This is an optimization exercise on Yosys and OpenROAD, whose aim is small area, a short achievable clock period and few clock cycles, not a production implementation. No functional check of the RTL was part of any run shown here.

==> config.mk <==
export PLATFORM = sky130hd
export DESIGN_NAME = recon_top_level
export DESIGN_NICKNAME = recon_top_level
export VERILOG_FILES = /design/flow/design.v
export SDC_FILE = /design/flow/constraint.sdc
export NUM_CORES = 4
export LEC_CHECK = 0
export CAP_MARGIN = 20
export CORE_MARGIN = 2
export CORE_UTILIZATION = 40
export SLEW_MARGIN = 20
==> constraint.sdc <==
create_clock -name core_clock -period 8.5 [get_ports {clk}]
set_input_delay 1.7000 -clock core_clock [delete_from_list [all_inputs] [get_ports {clk}]]
set_output_delay 1.7000 -clock core_clock [all_outputs]
set_load 0.01 [all_outputs]
==> design.v <==
module pfx_add15 (
  input  [14:0] a, b,
  input         cin,
  output [14:0] s,
  output        cout
);
  wire [15:0] g0 = {a & b, cin};
  wire [15:0] p0 = {a ^ b, 1'b0};
  wire [15:0] g1, p1, g2, p2, g3, p3, g4, p4;
  genvar i;
  generate
    for (i = 0; i < 16; i = i + 1) begin : l1
      if (i & 1) begin
        assign g1[i] = g0[i] | (p0[i] & g0[i-1]);
        assign p1[i] = p0[i] & p0[i-1];
      end else begin
        assign g1[i] = g0[i];
        assign p1[i] = p0[i];
      end
    end
    for (i = 0; i < 16; i = i + 1) begin : l2
      if (i & 2) begin
        assign g2[i] = g1[i] | (p1[i] & g1[(i & ~3) + 1]);
        assign p2[i] = p1[i] & p1[(i & ~3) + 1];
      end else begin
        assign g2[i] = g1[i];
        assign p2[i] = p1[i];
      end
    end
    for (i = 0; i < 16; i = i + 1) begin : l3
      if (i & 4) begin
        assign g3[i] = g2[i] | (p2[i] & g2[(i & ~7) + 3]);
        assign p3[i] = p2[i] & p2[(i & ~7) + 3];
      end else begin
        assign g3[i] = g2[i];
        assign p3[i] = p2[i];
      end
    end
    for (i = 0; i < 16; i = i + 1) begin : l4
      if (i & 8) begin
        assign g4[i] = g3[i] | (p3[i] & g3[7]);
        assign p4[i] = p3[i] & p3[7];
      end else begin
        assign g4[i] = g3[i];
        assign p4[i] = p3[i];
      end
    end
  endgenerate
  assign s    = p0[15:1] ^ g4[14:0];
  assign cout = g4[15];
endmodule
module wadd (
  input  [15:0] a, b,
  input         cin,
  output [15:0] r
);
  wire [14:0] lo;
  wire        c15;
  pfx_add15 u (.a(a[14:0]), .b(b[14:0]), .cin(cin), .s(lo), .cout(c15));
  assign r = {(a[15] == b[15]) ? a[15] : ~c15, lo};
endmodule
module wadd2 (
  input  [15:0] y, a, b,
  input         cin0, cin1,
  output [15:0] r
);
  wire [14:0] L = y[14:0];
  wire [14:0] ss = L ^ a[14:0] ^ b[14:0];
  wire [15:0] cc = {(L & a[14:0]) | (L & b[14:0]) | (a[14:0] & b[14:0]), cin0};
  wire [14:0] lo;
  wire        cpa_c;
  pfx_add15 u (.a(ss), .b(cc[14:0]), .cin(cin1), .s(lo), .cout(cpa_c));
  wire [14:0] lo0_unused;
  wire        c0;
  pfx_add15 u0 (.a(L), .b(a[14:0]), .cin(cin0), .s(lo0_unused), .cout(c0));
  wire csa_c = cc[15];
  wire c1 = (csa_c & cpa_c) | ((csa_c ^ cpa_c) & ~c0);
  wire s1 = (y[15] == a[15]) ? y[15] : ~c0;
  wire s2 = (s1 == b[15]) ? s1 : ~c1;
  assign r = {s2, lo};
endmodule
module recon_top_level #(parameter WIDTH = 15)(
  input  [WIDTH:0] Xo, Zo, Yo,
  input            clk,
  input            ext_reset,
  input  [1:0]     sel,
  output [WIDTH:0] mac_out,
  output [WIDTH:0] f,
  input            af_en,
  output           complete
);
  localparam [2:0] P_MAC = 3'd0, P_EXP = 3'd1, P_PRE1 = 3'd2, P_PRE2 = 3'd3,
                   P_DIV = 3'd4, P_IDLE = 3'd5;
  reg [15:0] X, Y, Z, M;
  reg [3:0]  cnt;
  reg [2:0]  ph;
  reg        D0, D1;           
  reg        s0, s1, af;       
  reg        done;
  assign mac_out  = M;
  assign f        = Z;
  assign complete = done;
  function [15:0] divop(input [15:0] w);
    divop = {w[15], w[14:0] >> 2};
  endfunction
  wire mac  = ph == P_MAC;
  wire hyp  = ph == P_EXP;
  wire pre1 = ph == P_PRE1;
  wire pre2 = ph == P_PRE2;
  wire dv   = ph == P_DIV;
  wire [31:0] xsx = {{16{X[15]}}, X} >> cnt;
  wire [31:0] ysx = {{16{Y[15]}}, Y} >> cnt;
  wire [15:0] xs = xsx[15:0];
  wire [15:0] ys = ysx[15:0];
  wire dy0 = mac ? D0 : dv ? ~Y[15] : Z[15];
  wire dy1 = mac & D1;
  wire [15:0] ya = xs ^ {16{dy0}};
  wire [15:0] yb = mac ? ({xs[15], xs[15:1]} ^ {16{dy1}}) : 16'h0000;
  wire [15:0] y_n;
  wadd2 yadd (.y(Y), .a(ya), .b(yb), .cin0(dy0), .cin1(dy1), .r(y_n));
  wire dx = hyp & Z[15];
  wire [15:0] x_n;
  wadd xadd (.a(X), .b(ys ^ {16{dx}}), .cin(dx), .r(x_n));
  reg [15:0] r0, r1;
  always @* begin
    r1 = 16'h0000;
    if (mac) begin
      r0 = 16'h0400 >> (cnt + 4'd2);
      r1 = 16'h0400 >> (cnt + 4'd3);
    end else if (hyp)
      case (cnt)
        4'd1:  r0 = 16'h0232;
        4'd2:  r0 = 16'h0106;
        4'd3:  r0 = 16'h0081;
        4'd4:  r0 = 16'h0040;
        4'd5:  r0 = 16'h0020;
        4'd6:  r0 = 16'h0010;
        4'd7:  r0 = 16'h0008;
        4'd8:  r0 = 16'h0004;
        4'd9:  r0 = 16'h0002;
        default: r0 = 16'h0001;
      endcase
    else
      r0 = 16'h0400 >> cnt;
  end
  wire dz0 = pre2 ? 1'b1 : dv ? ~Y[15] : Z[15];
  wire [15:0] z1;
  wadd zadd0 (.a(Z), .b(dz0 ? r0 : ~r0), .cin(~dz0), .r(z1));
  wire dz1 = z1[15];
  wire [15:0] z_n = z1 + (dz1 ? r1 : -r1);
  wire        i_d0 = Zo[15];
  wire [15:0] i_z1 = Zo + (i_d0 ? 16'h0400 : 16'hfc00);
  wire        i_d1 = i_z1[15];
  wire [15:0] i_z2 = i_z1 + (i_d1 ? 16'h0200 : 16'hfe00);
  always @(posedge clk) begin
    if (ext_reset) begin
      X    <= Xo;
      Y    <= Yo;
      Z    <= i_z2;
      D0   <= i_d0;
      D1   <= i_d1;
      s0   <= sel[0];
      s1   <= sel[1];
      af   <= af_en;
      cnt  <= 4'd0;
      ph   <= P_MAC;
      done <= 1'b0;
    end else begin
      case (ph)
        P_MAC: begin
          Y   <= y_n;
          Z   <= z_n;
          D0  <= Z[15];
          D1  <= dz1;
          cnt <= cnt + 4'd2;
          if (cnt == 4'd8) begin
            M <= y_n;
            if (s1) begin
              Z    <= (s0 || !y_n[15]) ? y_n : 16'h0000;
              ph   <= P_IDLE;
              done <= 1'b1;
            end else if (!af) begin
              Z    <= s0 ? 16'h07fe : 16'h0002;
              ph   <= P_IDLE;
              done <= 1'b1;
            end else begin
              X   <= 16'h04d4;
              Y   <= 16'h0000;
              Z   <= y_n;
              cnt <= 4'd1;
              ph  <= P_EXP;
            end
          end
        end
        P_EXP: begin
          X   <= x_n;
          Y   <= y_n;
          Z   <= z1;
          cnt <= cnt + 4'd1;
          if (cnt == 4'd10) begin
            cnt <= 4'd0;
            if (s0) begin
              X  <= divop(y_n);
              Y  <= divop(x_n);
              Z  <= 16'h0000;
              ph <= P_DIV;
            end else
              ph <= P_PRE1;
          end
        end
        P_PRE1: begin
          X  <= x_n;
          Z  <= x_n;
          ph <= P_PRE2;
        end
        P_PRE2: begin
          X  <= divop(z1);
          Y  <= divop(Z);
          Z  <= 16'h0000;
          ph <= P_DIV;
        end
        P_DIV: begin
          Y   <= y_n;
          Z   <= z1;
          cnt <= cnt + 4'd1;
          if (cnt == 4'd9) begin
            ph   <= P_IDLE;
            done <= 1'b1;
          end
        end
        default: ;
      endcase
    end
  end
endmodule
==> run.sh <==
#!/bin/bash
# synth_recipe.tcl (not shown) runs the flow's synth.tcl, then flattens the netlist and writes it again
# the make line also repeats each setting of config.mk as NAME=value (left out here)
make -C /OpenROAD-flow-scripts/flow DESIGN_CONFIG=/design/flow/config.mk WORK_HOME=/design/flow/orfs CLKGATE_MAP_FILE= SYNTH_SCRIPT=/design/flow/synth_recipe.tcl finish
==> results of run 1 <==
[placed cells by master, fill, tap and decap left out, drive strengths merged, types with 26 or more instances in the layout]
master	synthesis	layout
nand2	100	100
fa	27	27
o21ai	96	96
a21oi	123	123
edfxtp	69	69
clkdlybuf4s50	0	84
nor2	123	123
inv	74	77
mux2i	27	27
xor2	31	31
ha	94	94
nor3	26	26
a21o	26	26
buf	11	28
xnor2	84	84
[layout make-up]
class	instances	area [µm²]
fillers	2659	14500
well taps	341	427
flip-flops and latches	87	2430
repair buffers	112	1050
clock buffers	9	225
inverters	75	282
clock inverters	7	80.1
multi-input cells	1075	8040
[per-layer routing]
metal | global-route usage | part of all wire
met2 | 0.440 | 0.44
met4 | 0.131 | 0.050
met1 | 0.390 | 0.43
met5 | 0 | 0
met3 | 0.0412 | 0.078
[logic make-up (layout without fill, tap and decap cells)]
kind of cell	count (synthesis)	in the layout	synth area share
xor+xnor	115	115	0.0913
flops	87	87	0.221
simple gates	356	356	0.148
compound gates	424	424	0.256
buf+inv	151	203	0.0528
mux	58	58	0.0749
fa+ha+maj	122	122	0.157
[path summary, 6_finish.rpt]
kind / startpoint / end / cells after the start
setup reg to reg: cnt[1] / Z[14] / 24
hold / removal: done / done / 2
setup / recovery: cnt[1] / Z[14] / 24
hold reg to reg: done / done / 2
[tightest hold or removal path, cell delays in order, from the launching register on]
cell	delay, ns
sky130_fd_sc_hd__dfxtp_1	0.34
sky130_fd_sc_hd__a21oi_1	0.05
sky130_fd_sc_hd__nor2_1	0.07
==> flow_results.xml, run 1 <==
<?xml version="1.0" encoding="UTF-8"?>
<metrics>
  <group name="yosys">
    <metric name="syn-num-nets" unit="">1487</metric>
    <metric name="synthesized_area_divided_by_synthesized_cell_count" unit="µm²">8.40</metric>
    <metric name="ys_flop_type" unit="">sky130_fd_sc_hd__edfxtp_1</metric>
    <metric name="yosys_register_bits" unit="">87</metric>
    <metric name="ys_top_cells_by_count" unit="">sky130_fd_sc_hd__a21oi_1, sky130_fd_sc_hd__nor2_1, sky130_fd_sc_hd__nand2_1</metric>
    <metric name="synth.yosys.warnings" unit="">1</metric>
    <metric name="yosys.area.top_type" unit="">sky130_fd_sc_hd__edfxtp_1</metric>
    <metric name="yosys.area.top_type_share" unit="">0.188</metric>
    <metric name="postSynth.asyncResetShare" unit="">0</metric>
    <metric name="synthesis.instances" unit="">1313</metric>
    <metric name="syn_area" unit="µm²">11000</metric>
    <metric name="yosysSeqAreaShare" unit="">0.221</metric>
    <metric name="yosysUniqueCellTypes" unit="">78</metric>
    <metric name="synth.top_cells.by_area" unit="">sky130_fd_sc_hd__edfxtp_1, sky130_fd_sc_hd__ha_1, sky130_fd_sc_hd__xnor2_1</metric>
    <metric name="synth-edff-count" unit="">69</metric>
  </group>
  <group name="layout">
    <metric name="flow.area_growth_from_synthesis" unit="%">13.6</metric>
    <metric name="design_area" unit="µm²">12500</metric>
    <metric name="drive_gt1_frac" unit="">0.0703</metric>
    <metric name="post-route-util" unit="">0.464</metric>
    <metric name="antenna_cell_count" unit="">0</metric>
    <metric name="post_layout_nonfiller_instances" unit="">1706</metric>
    <metric name="design.final.nets" unit="">1534</metric>
  </group>
  <group name="clock_tree">
    <metric name="cts_root_buf" unit="">sky130_fd_sc_hd__clkbuf_16</metric>
    <metric name="cts.sinks" unit="">87</metric>
    <metric name="maximum_number_of_buffers_from_clock_root_to_sink" unit="">2</metric>
    <metric name="clock_insertion_delay_worst_skew" unit="ns">0.37</metric>
    <metric name="max_h_tree_level" unit="">3</metric>
    <metric name="cts_repair_resize_count" unit="">0</metric>
    <metric name="postCtsSetupBuffers" unit="">0</metric>
    <metric name="cts_inserted_buffers" unit="">9</metric>
    <metric name="clk_transition_reported_paths" unit="ns">0.07</metric>
    <metric name="cts.hold.buffers_added" unit="">0</metric>
    <metric name="tritoncts" unit="">done</metric>
  </group>
  <group name="detailed_routing">
    <metric name="vias_per_cell" unit="">6.23</metric>
    <metric name="routedWlPerCell" unit="µm">24.2</metric>
    <metric name="drt_drc_violations_left" unit="">0</metric>
    <metric name="totalWireLength" unit="mm">41.3</metric>
    <metric name="detail-route-antenna-nets" unit="">0</metric>
    <metric name="dr.first_iter.drc_count" unit="">1135</metric>
    <metric name="num_vias" unit="">10600</metric>
    <metric name="drt_pass_1_iters" unit="">5</metric>
  </group>
  <group name="sta">
    <metric name="max_clock_freq" unit="MHz">133</metric>
    <metric name="report.final.hold_viol_count" unit="">0</metric>
    <metric name="setup_viol_count_final" unit="">0</metric>
    <metric name="setup_repair_after_global_routing_missed_its_margin" unit="">false</metric>
    <metric name="worst-slew-pin-transition" unit="ns">1.08</metric>
    <metric name="setup_ws" unit="ns">0.988</metric>
    <metric name="total_negative_setup_slack" unit="ns">0</metric>
    <metric name="max_slew_margin" unit="">0.282</metric>
    <metric name="final.setup_skew" unit="ns">0.0159</metric>
    <metric name="post-route-period-util" unit="">0.884</metric>
    <metric name="timing.final.max_slew_violations" unit="">0</metric>
    <metric name="fin_hold_ws" unit="ns">0.491</metric>
    <metric name="period_needed" unit="ns">7.51</metric>
  </group>
  <group name="placement">
    <metric name="detailedPlacementHpwl" unit="mm">32.5</metric>
    <metric name="placed_cell_area" unit="µm²">12200</metric>
    <metric name="pre_cts_ws" unit="ns">1.12</metric>
    <metric name="placement.io_buffers" unit="">85</metric>
    <metric name="globalplace.congestion" unit="">0.950</metric>
    <metric name="placed_cells" unit="">1690</metric>
  </group>
  <group name="floorplan">
    <metric name="die_area" unit="µm²">28900</metric>
    <metric name="placement_rows" unit="">60</metric>
    <metric name="start_util" unit="">0.408</metric>
    <metric name="num_io_pins" unit="">86</metric>
    <metric name="die_y" unit="µm">170</metric>
    <metric name="die_width" unit="µm">170</metric>
    <metric name="core_area" unit="µm²">27000</metric>
  </group>
  <group name="worst_hold_path">
    <metric name="holdCritPathClass" unit="">reg2reg</metric>
  </group>
  <group name="grt">
    <metric name="grt_overflow" unit="">0</metric>
    <metric name="grt_pass1_vias" unit="">10100</metric>
    <metric name="grt_first_pass_wirelength" unit="mm">61.6</metric>
    <metric name="grt_antenna_before_repair" unit="">0</metric>
    <metric name="track_usage" unit="">0.284</metric>
    <metric name="grt_max_degree" unit="">62</metric>
  </group>
  <group name="worst_setup_path">
    <metric name="timing.setup.critical_path_class" unit="">reg2reg</metric>
    <metric name="path_cells" unit="">inv_2, ha_1, a21oi_1, a311oi_1, xnor2_1, ha_1, or2_2, a21oi_1, a211oi_1, a31oi_1, o21ai_2, a21o_1, o21ai_0, fa_1, a21o_1, a21o_1, a2111oi_0, o31ai_1, nor3_1, o21bai_1, a21bo_2, xor2_1, a221oi_1, a22oi_1</metric>
    <metric name="cpMaxStageDelayCell" unit="">sky130_fd_sc_hd__a2111oi_0</metric>
    <metric name="critPathBufInv" unit="">1</metric>
    <metric name="crit_top_cell" unit="">sky130_fd_sc_hd__a21o_1</metric>
    <metric name="r2r_slack" unit="ns">0.99</metric>
    <metric name="worstSetupEndpointType" unit="">register</metric>
    <metric name="critical_path.max_stage_delay" unit="ns">0.63</metric>
    <metric name="worstPathRequired" unit="ns">8.58</metric>
    <metric name="critical_path_peak_fanout" unit="">22</metric>
    <metric name="worst_ep_arrival_time" unit="ns">7.60</metric>
    <metric name="cpLargestDelayFamily" unit="">compound AO/OA/AOI/OAI gates</metric>
    <metric name="crit_path_launch_type" unit="">register</metric>
  </group>
  <group name="outcome">
    <metric name="run_status" unit="">complete, no violations</metric>
  </group>
  <group name="flow_run">
    <metric name="timing.max_cap.violations" unit="">0</metric>
  </group>
</metrics>
==> run 2, diff against run 1 <==
--- a/config.mk
+++ b/config.mk
@@ -9,3 +9,4 @@
 export CORE_MARGIN = 2
 export CORE_UTILIZATION = 40
+export SETUP_SLACK_MARGIN = 2.5
 export SLEW_MARGIN = 20
==> run 2 against run 1 <==
  * Via count up 5.5%
  * Clock skew down 0.0026 ns
  * Synthesized area unchanged
  * Still clean on timing, DRC and antenna
  * Cell count is 5.6% higher
  * Critical path depth grew 4
  * Utilization rose by 5.6 points
  * Fmax grew 23%
  * Die area is the same
  * Count of clock-buffer cells in the layout unchanged
==> flow_results.xml, run 2 <==
<?xml version="1.0" encoding="UTF-8"?>
<metrics>
  <group name="clock_tree">
    <metric name="clk_transition_reported_paths" unit="ns">0.08</metric>
    <metric name="cts_root_buf" unit="">sky130_fd_sc_hd__clkbuf_16</metric>
    <metric name="cts.sinks" unit="">87</metric>
    <metric name="tritoncts" unit="">done</metric>
    <metric name="cts_inserted_buffers" unit="">9</metric>
    <metric name="max_h_tree_level" unit="">3</metric>
    <metric name="maximum_number_of_buffers_from_clock_root_to_sink" unit="">2</metric>
    <metric name="clock_insertion_delay_worst_skew" unit="ns">0.36</metric>
  </group>
  <group name="yosys">
    <metric name="syn_area" unit="µm²">11000</metric>
    <metric name="yosysSeqAreaShare" unit="">0.221</metric>
    <metric name="synth-edff-count" unit="">69</metric>
    <metric name="yosys.area.top_type" unit="">sky130_fd_sc_hd__edfxtp_1</metric>
    <metric name="postSynth.asyncResetShare" unit="">0</metric>
    <metric name="yosysUniqueCellTypes" unit="">78</metric>
    <metric name="syn-num-nets" unit="">1487</metric>
    <metric name="yosys.area.top_type_share" unit="">0.188</metric>
    <metric name="synthesis.instances" unit="">1313</metric>
    <metric name="synth.top_cells.by_area" unit="">sky130_fd_sc_hd__edfxtp_1, sky130_fd_sc_hd__ha_1, sky130_fd_sc_hd__xnor2_1</metric>
    <metric name="yosys_register_bits" unit="">87</metric>
    <metric name="synth.yosys.warnings" unit="">1</metric>
    <metric name="ys_top_cells_by_count" unit="">sky130_fd_sc_hd__a21oi_1, sky130_fd_sc_hd__nor2_1, sky130_fd_sc_hd__nand2_1</metric>
    <metric name="synthesized_area_divided_by_synthesized_cell_count" unit="µm²">8.40</metric>
    <metric name="ys_flop_type" unit="">sky130_fd_sc_hd__edfxtp_1</metric>
  </group>
  <group name="grt">
    <metric name="global_route.usage.met3" unit="">0.0393</metric>
    <metric name="grt_overflow" unit="">0</metric>
    <metric name="grt_antenna_before_repair" unit="">0</metric>
    <metric name="track_usage" unit="">0.293</metric>
    <metric name="grt_pass1_vias" unit="">10400</metric>
    <metric name="grt_first_pass_wirelength" unit="mm">63.9</metric>
    <metric name="grt_max_degree" unit="">63</metric>
    <metric name="global_route.usage.met1" unit="">0.395</metric>
    <metric name="globalRoute.busiestLayer" unit="">met2</metric>
    <metric name="gr_met2_demand_resource" unit="">0.474</metric>
  </group>
  <group name="worst_setup_path">
    <metric name="worst_ep_arrival_time" unit="ns">6.21</metric>
    <metric name="crit_top_cell" unit="">sky130_fd_sc_hd__o21ai_2</metric>
    <metric name="cp-startpoint" unit="">cnt[1]</metric>
    <metric name="crit_cells" unit="">28</metric>
    <metric name="reg2reg_depth" unit="">28</metric>
    <metric name="regToRegEndpoint" unit="">Z[5]</metric>
    <metric name="cpLargestDelayFamily" unit="">compound AO/OA/AOI/OAI gates</metric>
    <metric name="worstPathRequired" unit="ns">8.62</metric>
    <metric name="critical_path_peak_fanout" unit="">5</metric>
    <metric name="timing.rr.start" unit="">cnt[1]</metric>
    <metric name="crit_path_launch_type" unit="">register</metric>
    <metric name="cpMaxStageDelayCell" unit="">sky130_fd_sc_hd__fa_1</metric>
    <metric name="timing.setup.critical_path_class" unit="">reg2reg</metric>
    <metric name="critical_path.max_stage_delay" unit="ns">0.47</metric>
    <metric name="r2r_slack" unit="ns">2.40</metric>
    <metric name="critPathBufInv" unit="">3</metric>
    <metric name="endpoint" unit="">Z[5]</metric>
    <metric name="worstSetupEndpointType" unit="">register</metric>
  </group>
  <group name="floorplan">
    <metric name="start_util" unit="">0.408</metric>
    <metric name="die_area" unit="µm²">28900</metric>
    <metric name="die_y" unit="µm">170</metric>
    <metric name="placement_rows" unit="">60</metric>
    <metric name="core_area" unit="µm²">27000</metric>
    <metric name="die_width" unit="µm">170</metric>
    <metric name="num_io_pins" unit="">86</metric>
  </group>
  <group name="layout">
    <metric name="most-common-layout-cells" unit="">sky130_fd_sc_hd__a21oi_1, sky130_fd_sc_hd__nor2_1, sky130_fd_sc_hd__buf_4, sky130_fd_sc_hd__nand2_1, sky130_fd_sc_hd__clkdlybuf4s50_1</metric>
    <metric name="num-fill-cells" unit="">2527</metric>
    <metric name="drive_gt1_frac" unit="">0.192</metric>
    <metric name="antenna_cell_count" unit="">0</metric>
    <metric name="design_area" unit="µm²">14000</metric>
    <metric name="flow.area_growth_from_synthesis" unit="%">27.3</metric>
    <metric name="design.final.nets" unit="">1630</metric>
    <metric name="most_common_library_cell_in_the_layout_ignoring_fill_and_taps" unit="">sky130_fd_sc_hd__a21oi_1</metric>
  </group>
  <group name="detailed_routing">
    <metric name="vias_per_cell" unit="">6.22</metric>
    <metric name="drt_drc_violations_left" unit="">0</metric>
    <metric name="num_vias" unit="">11200</metric>
    <metric name="drt_pass_1_iters" unit="">7</metric>
    <metric name="totalWireLength" unit="mm">43.3</metric>
    <metric name="detail-route-antenna-nets" unit="">0</metric>
    <metric name="dr.first_iter.drc_count" unit="">1409</metric>
    <metric name="routedWlPerCell" unit="µm">24.1</metric>
  </group>
  <group name="placement">
    <metric name="detailedPlacementHpwl" unit="mm">32.3</metric>
    <metric name="placed_cell_area" unit="µm²">12200</metric>
    <metric name="placement.io_buffers" unit="">85</metric>
    <metric name="globalplace.congestion" unit="">0.952</metric>
  </group>
  <group name="flow_run">
    <metric name="timing.max_cap.violations" unit="">0</metric>
  </group>
  <group name="sta">
    <metric name="period_needed" unit="ns">6.10</metric>
    <metric name="max_clock_freq" unit="MHz">164</metric>
    <metric name="final.setup_skew" unit="ns">0.0132</metric>
    <metric name="worst-slew-pin-transition" unit="ns">1.20</metric>
    <metric name="max_slew_margin" unit="">0.196</metric>
    <metric name="setup_repair_after_global_routing_missed_its_margin" unit="">true</metric>
    <metric name="report.final.hold_viol_count" unit="">0</metric>
    <metric name="total_negative_setup_slack" unit="ns">0</metric>
    <metric name="post-route-period-util" unit="">0.717</metric>
    <metric name="setup_viol_count_final" unit="">0</metric>
    <metric name="timing.final.max_slew_violations" unit="">0</metric>
  </group>
  <group name="outcome">
    <metric name="run_status" unit="">complete, no violations</metric>
  </group>
  <group name="worst_hold_path">
    <metric name="holdCritPathClass" unit="">reg2reg</metric>
  </group>
</metrics>
==> run 2: cell counts after synthesis <==
No cell type changed its count.
==> run 2: how the worst min path moves through the flow <==
| stage | cells past startpoint | from | slack [ns] | to |
|---|---|---|---|---|
| 2_1_floorplan | 2 | done | 0.50 | done |
| 3_3_place_gp | 2 | done | 0.49 | done |
| 3_5_place_dp | 2 | done | 0.49 | done |
| 4_1_cts | 2 | done | 0.51 | done |
| 5_1_grt | 2 | done | 0.53 | done |
| 6_report | 2 | done | 0.50 | done |
==> run 2: stage by stage <==
| stage | hold WS (ns) | utilization | worst slack (ns) | cells |
|---|---|---|---|---|
| floorplan | 0.503 | - | 2.50 | 1313 |
| detailed placement | 0.494 | 0.453 | 1.06 | 1683 |
| finish | 0.502 | 0.519 | 2.40 | 1802 |
| global route | 0.535 | 0.519 | 2.16 | 1802 |
| CTS | 0.511 | 0.495 | 2.48 | 1759 |
| global placement | 0.492 | 0.453 | 1.12 | 1683 |
==> run 2: worst register-to-register path, delay by kind of cell, from the launching register on <==
kind	cells	cell delay, ns
AO/OA/AOI/OAI	13	2.44
XOR/XNOR	1	0.14
adder cells (fa/ha/maj)	3	1.08
buffers and inverters	3	0.40
flip-flops	1	0.38
multiplexers	2	0.55
AND/OR/NAND/NOR	6	0.87
==> run 2: layout make-up <==
cell class | instances | area [µm²] | share of cell area
Timing Repair Buffer | 208 | 1940 | 0.138
Tap cell | 341 | 427 | 0.0304
Clock inverter | 7 | 53.8 | 0.00383
Multi-Input combinational cell | 1075 | 8630 | 0.615
Clock buffer | 9 | 225 | 0.0160
Inverter | 75 | 300 | 0.0214
Sequential cell | 87 | 2460 | 0.175
==> run 2: cell families after synthesis <==
kind of cell / Yosys count / share of synthesized area
compound gates: 424 / 0.256
xor+xnor: 115 / 0.0913
buf+inv: 151 / 0.0528
fa+ha+maj: 122 / 0.157
mux: 58 / 0.0749
flops: 87 / 0.221
simple gates: 356 / 0.148
==> run 2: timing repair <==
action / CTS / global route
gates resized for setup: 82 / 74
gates cloned: 1 / 0
setup endpoints to repair: 20 / 19
hold buffers: 0 / 0
pin swaps: 29 / 65
buffers inserted: 59 / 43
endpoints found under the hold margin: 0 / 0
==> run 2: routing by layer <==
layer,vias up,share of wire
li1,5115,-
met1,5381,0.41
met2,611,0.46
met3,108,0.087
met4,0,0.049
met5,-,0

==> static timing again, ports no longer ideal <==
Ports are ideal in the flow. The routed layouts listed here were re-timed in OpenROAD. Step 1 assumes that a clkbuf_16 drives the clock port and a buf_2 every other input. Step 2 adds t to the input delays and takes it off the output delays; t is the mean of the earliest and latest rising clock arrival at the registers after step 1. Input paths then give back, and output paths get back, about the clock's delay inside the block. Three values: no drivers, after step 1, after step 2; two values: the first two.
run	shift t [ns]	setup WS [ns]	worst register clock-pin slew, ns
run 1	0.404	0.988 / 0.988 / 0.988	0.08 / 0.08
run 2	0.396	2.405 / 2.405 / 2.405	0.08 / 0.08
After both steps every run listed still meets setup and hold.
